Source: an optimization exercise on an open RTL-to-GDS flow (aim: small area, a short achievable clock period and few clock cycles per item). Production flows keep margins and buffers that such runs may drop.
At most, simulation tests tie the RTL to the original design; equivalence was not proved.
The clock input has no modelled driver; a real chip could not lean on it and would need a root buffer or a full tree.
Power figures rest on the tool's default switching activity, not on a simulated workload.

Setup of rev 12:
Design bin2bcd, start of the top module:
module bin2bcd(
    input clk,
    input reset,
    input start,               
    input [11:0] bin_in,       
    output reg [15:0] bcd_out,  
    output reg done             
);
    wire [11:0] x = bin_in;
    wire [13:0] s;          
    wire i_27, i_28, i_29, i_30, i_31, i_32, i_33, i_34, i_35, i_36, i_37, i_38, i_39, i_40, i_41, i_42, i_43, i_44, i_45, i_46, i_47, i_48, i_49, i_50, i_51, i_52, i_53, i_54, i_55, i_56, i_57, i_58, i_59, i_60, i_61, i_62, i_63, i_64, i_65, i_66, i_67, i_68, i_69, i_71, i_72, i_74, i_76, i_78, i_79, i_80, i_81, i_82, i_83, i_84, i_85, i_86, i_88, i_89, i_91, i_92, i_94;
    assign i_27 = ~x[9]& x[11];
    assign i_28 = x[8]& ~x[10];
    assign i_29 = i_27 & ~i_28;
    assign i_30 = x[9]& ~x[11];
    assign i_31 = ~x[8]& x[10];
    assign i_32 = i_30 & ~i_31;
    assign i_33 = ~i_29 & ~i_32;
    assign i_34 = ~x[7]& ~i_33;
    assign i_35 = ~x[10]& i_27;
    assign i_36 = x[10]& ~i_27;
    assign i_37 = ~x[8]& ~i_30;
    assign i_38 = i_36 & ~i_37;
    assign i_39 = ~i_35 & ~i_38;
    assign i_40 = x[8]& ~i_39;
    assign i_41 = ~x[8]& i_39;
    assign i_42 = ~i_40 & ~i_41;
    assign i_43 = i_34 & ~i_42;
    assign i_44 = ~i_33 & ~i_43;
    assign i_45 = i_36 & i_37;
    assign i_46 = x[8]& i_35;
    assign i_47 = ~i_45 & ~i_46;
    assign i_48 = ~i_44 & i_47;
    assign i_49 = ~x[7]& ~i_48;
    assign i_50 = ~i_42 & ~i_49;
    assign i_51 = ~i_34 & ~i_50;
    assign i_52 = ~x[6]& i_51;
    assign i_53 = x[7]& i_48;
    assign i_54 = ~i_49 & ~i_53;
    assign i_55 = i_52 & i_54;
    assign i_56 = x[7]& ~i_47;
    assign i_57 = ~i_43 & ~i_56;
    assign i_58 = x[6]& ~i_57;
    assign i_59 = ~i_55 & ~i_58;
    assign i_60 = i_51 & ~i_55;
    assign i_61 = i_57 & ~i_60;
    assign i_62 = ~x[6]& ~i_61;
    assign i_63 = i_54 & ~i_62;
    assign i_64 = ~i_52 & ~i_63;
    assign i_65 = ~x[5]& i_64;
    assign i_66 = x[6]& i_61;
    assign i_67 = ~i_62 & ~i_66;
  ...
Size: roughly 180 cells after synthesis, roughly 15 flip-flops, about 1100 sq um of cells after synthesis.
Settings: LEC_CHECK=0, CAP_MARGIN=20, CORE_AREA=2.3 2.72 59.8 59.84, DIE_AREA=0 0 62 62, PLACE_DENSITY=0.9, SLEW_MARGIN=20; clock period 5.0 ns.
standard.sh (not shown) runs the stock make flow with config.mk's settings and CLKGATE_MAP_FILE= SYNTH_SCRIPT=/design/flow/synth_recipe.tcl, a recipe that flattens the netlist after the stock synthesis.
==> flow/flow/run.sh <==
#!/bin/bash
# Own flow: the standard layout (standard.sh), with these changes:
#  - synthesis maps the logic with its own ABC scripts: flow/abc_in.script for
#    the logic before the registers, flow/abc_out.script for the logic after
#    them (flow/my_synth.tcl); Yosys does not extract half/full adders
#    (ADDER_MAP_FILE empty); everything else in synthesis is the standard
#    script (synth_recipe.tcl);
#  - ports are buffered with sky130_fd_sc_hd__buf_1 instead of the default buffer;
#  - after CTS, the clock tree is flattened to one buffer that drives all the
#    flip-flops (flow/flat_cts.tcl): the design has only 15 of them.
# Each tool's output goes to a log file of its own in the work folder.
set -euo pipefail
W=$(pwd)
F=$W/flow
R=$W/orfs/results/$FLOW_PLATFORM/bin2bcd/base
export MY_ABC_IN=$F/abc_in.script
export MY_ABC_OUT=$F/abc_out.script
export FLOW_SYNTH_TCL=$W/synth_recipe.tcl
make -C "$FLOW_HOME" DESIGN_CONFIG="$W/config.mk" WORK_HOME="$W/orfs" CLKGATE_MAP_FILE= \
  SYNTH_SCRIPT="$F/my_synth.tcl" ADDER_MAP_FILE= synth > "$W/synth.log" 2>&1
export BUFFER_PORTS_ARGS="-buffer_cell sky130_fd_sc_hd__buf_1"
bash standard.sh cts > "$W/layout_to_cts.log" 2>&1
CTS_ODB=$R/4_cts.odb CLK_NET=clk ROOT_BUF=sky130_fd_sc_hd__clkbuf_8 openroad -no_init -exit "$F/flat_cts.tcl" > "$W/flat_cts.log" 2>&1
bash standard.sh > "$W/layout.log" 2>&1
Other scripts of this flow, unchanged in this note and not shown: flow/flow/abc_in.script, flow/flow/abc_out.script, flow/flow/flat_cts.tcl, flow/flow/my_synth.tcl
Testbench counts of rev 12, summed over its fixed seeds: cycles 3,200, conversions 3,200.
Input-level comparison between rev 13 and rev 12:
# rev 12
export LEC_CHECK = 0
export CAP_MARGIN = 20
export CORE_AREA = 2.3 2.72 59.8 59.84
export DIE_AREA = 0 0 62 62
export PLACE_DENSITY = 0.9
export SLEW_MARGIN = 20
create_clock -name core_clock -period 5.0 [get_ports {clk}]
# rev 13
export LEC_CHECK = 0
export CAP_MARGIN = 20
export CORE_AREA = 2.3 2.72 59.8 59.84
export DIE_AREA = 0 0 62 62
export GPL_TIMING_DRIVEN = 1
export SLEW_MARGIN = 20
create_clock -name core_clock -period 5.0 [get_ports {clk}]
--- outcome ---
Min routed length on met3 across rev 12 and rev 13: rev 13. There was hardly any difference in number of hold-repair buffers added at the cts stage between rev 12 and rev 13. Diff rev 12 -> rev 13: clock-buffer cell count shows no meaningful change, power -about 0.8%, final critical delay including setup and external delays went down by 18 ps.

* * *

v47:
bin2bcd, a different RTL version from the one above (not shown whole).
Size in the first run: ~320 cells after synthesis, roughly 14 flip-flops, ~1700 µm² of cells after synthesis.
clock: 5.0 ns
lec_check: 0
abc_area: 1
cap_margin: 20
core_margin: 2
core_utilization: 40
setup_slack_margin: 1.5
slew_margin: 20
run.sh (not shown) runs the stock make flow with config.mk's settings and CLKGATE_MAP_FILE= SYNTH_SCRIPT=/design/flow/synth_recipe.tcl, a recipe that flattens the netlist after the stock synthesis.
Stock flow here: none of the scripts above is used.
No stage failed in v47, and the final checks on the layout all came back clean.
> inputs changed (v47 -> v44)
-- flow/config.mk --
<<< v47, line 10
export CORE_MARGIN = 2
export CORE_UTILIZATION = 40
export SETUP_SLACK_MARGIN = 1.5
export SLEW_MARGIN = 20
>>> v44, line 10
export CORE_MARGIN = 2
export CORE_UTILIZATION = 40
export SLEW_MARGIN = 20
[summary]
- [compare] base=v47 new=v44: post-synthesis cell count essentially unchanged; share of total power in combinational logic -4.6 points; delay of the slowest cell on the worst path now larger; setup slack now sits lower.
For v28, these inputs were changed with respect to v44:
-- flow/config.mk --
<<< v44, line 6
export NUM_CORES = 4
export LEC_CHECK = 0
export ABC_AREA = 1
export CAP_MARGIN = 20
export CORE_MARGIN = 2
>>> v28, line 6
export NUM_CORES = 4
export LEC_CHECK = 0
export CAP_MARGIN = 20
export CORE_MARGIN = 2
Findings:
Diff v44 -> v28: total power decreased by 2.2% relative to the old numbers; portion of the clock cycle consumed by the worst path in the final layout decreased by 2.2 points relative to the old numbers.
More vias were needed by v28 than by v44.
In v28 relative to v44, number of distinct library cell variants in the gate-level netlist after synthesis had gone up by more than 100%.
v28 vs. v44: met1 track demand over resource in global routing went up 4.9 points, worst path setup slack after routing climbed 0.11 ns, cell count after synthesis has increased.
Sort v28 and v44 by sequential fraction of design power desc -> top: v28
No functional check of the RTL was part of any run of this note.

* * *

Another version of the RTL of bin2bcd (not shown whole).
Size: about 190 cells after synthesis, ~15 flip-flops, about 32 I/O pins, roughly 1100 µm² of cells after synthesis.
## bin2bcd
module bin2bcd(
    input clk,
    input reset,
    input start,               
    input [11:0] bin_in,       
    output reg [15:0] bcd_out,  
    output reg done             
);
export LEC_CHECK = 0
export CAP_MARGIN = 20
export CORE_AREA = 2.3 2.72 59.8 59.84
export DIE_AREA = 0 0 62 62
export SLEW_MARGIN = 20
create_clock -name core_clock -period 5.0 [get_ports {clk}]
standard.sh (not shown) runs the stock make flow with config.mk's settings and CLKGATE_MAP_FILE= SYNTH_SCRIPT=/design/flow/synth_recipe.tcl, a recipe that flattens the netlist after the stock synthesis.
==> flow/flow/run.sh <==
#!/bin/bash
# Own flow: the standard layout (standard.sh), with these changes:
#  - synthesis maps the logic with its own ABC scripts: flow/abc_in.script for
#    the logic before the registers, flow/abc_out.script for the logic after
#    them (flow/my_synth.tcl); Yosys does not extract half/full adders
#    (ADDER_MAP_FILE empty); everything else in synthesis is the standard
#    script (synth_recipe.tcl);
#  - ports are buffered with sky130_fd_sc_hd__buf_1 instead of the default buffer.
# Each tool's output goes to a log file of its own in the work folder.
set -euo pipefail
W=$(pwd)
F=$W/flow
export MY_ABC_IN=$F/abc_in.script
export MY_ABC_OUT=$F/abc_out.script
export FLOW_SYNTH_TCL=$W/synth_recipe.tcl
make -C "$FLOW_HOME" DESIGN_CONFIG="$W/config.mk" WORK_HOME="$W/orfs" CLKGATE_MAP_FILE= \
  SYNTH_SCRIPT="$F/my_synth.tcl" ADDER_MAP_FILE= synth > "$W/synth.log" 2>&1
export BUFFER_PORTS_ARGS="-buffer_cell sky130_fd_sc_hd__buf_1"
bash standard.sh > "$W/layout.log" 2>&1
==> flow/flow/abc_in.script <==
strash
dch
map -D 2500
topo
stime -c
==> flow/flow/abc_out.script <==
strash
dch
map -D 1750
topo
stime -c
==> flow/flow/my_synth.tcl <==
# The standard synthesis script (synth_recipe.tcl), with only ABC's mapping
# scripts replaced. The logic in the input cone of the output ports (after the
# registers) is mapped with MY_ABC_OUT, the rest (before the registers) with
# MY_ABC_IN. Yosys's -import skips commands that already exist, so this abc
# wrapper is the one synth.tcl calls.
proc abc {args} {
  set i [lsearch -exact $args -script]
  set a_out $args
  set a_in $args
  if {$i >= 0} {
    lset a_out [expr {$i + 1}] $::env(MY_ABC_OUT)
    lset a_in [expr {$i + 1}] $::env(MY_ABC_IN)
  }
  yosys select -set my_out_cone o:* %cie*
  yosys abc {*}$a_out @my_out_cone
  yosys select -clear
  yosys abc {*}$a_in
}
source $::env(FLOW_SYNTH_TCL)
Then changed:
==> flow/flow/abc_in.script (replaced) <==
strash
dch
map -D 1750
topo
stime -c
==> flow/flow/abc_out.script (replaced) <==
strash
dch
map -D 2250
topo
stime -c
Effect: The new run went through all stages and came out clean; synthesized area increases by 4.5%; global-route usage went up by 0.35 points; synthesized cell count rises by 3.7%; via count increases by 8.1%; power fell by 6.7%; worst setup slack gets better by 47 ps; wire length grows by 5.1%; critical path depth went down by 11; utilization rises by 1.5 points; combinational power went down by 9.9%; final area went up by 3.8%.
Function was not checked in any run of this note: the RTL went through the layout flow alone.

-- afterwards: timing with drivers on the ports --
How much do the figures lean on ideal ports? The routed layouts below were timed once more, with nothing changed but the port constraints. Step 1 sets driving cells, clkbuf_16 on the clock port and buf_2 on the other inputs (assumed; they add their load-dependent delay and slew). Step 2 times the ports against the registers' clock, not the clock port: input delays grow and output delays shrink by t, the midpoint of the rising clock arrivals with the driver on. Three values: ideal ports, drivers, drivers and shift; two values: the first two.
run	shift t [ns]	slack for setup (ns)	worst setup path at the end	clock arrival spread, ns	slew at the worst register clock pin (ns)
rev 12	0.163	1.382 / 1.361 / 1.453	input to register	0.001 / 0.001	0.08 / 0.08
rev 13	0.167	1.400 / 1.377 / 1.523	input to register	0.001 / 0.001	0.08 / 0.08
v47	0.267	1.194 / 1.169 / 1.405	input to register	0.004 / 0.004	0.06 / 0.06
v44	0.268	0.483 / 0.456 / 0.724	register to output	0.001 / 0.001	0.06 / 0.06
v28	0.262	0.591 / 0.568 / 0.503	input to register	0.003 / 0.003	0.06 / 0.06
the first run of note 3	0.292	1.064 / 1.063 / 0.770	input to register	0.007 / 0.007	0.09 / 0.09
the second run of note 3	0.291	1.111 / 1.092 / 1.213	input to register	0.002 / 0.002	0.08 / 0.08
After both steps setup and hold are still met in every run listed. The setup slack of the first run of note 3, which loses most, moves by -0.001 ns with the drivers and by -0.294 ns with both steps.
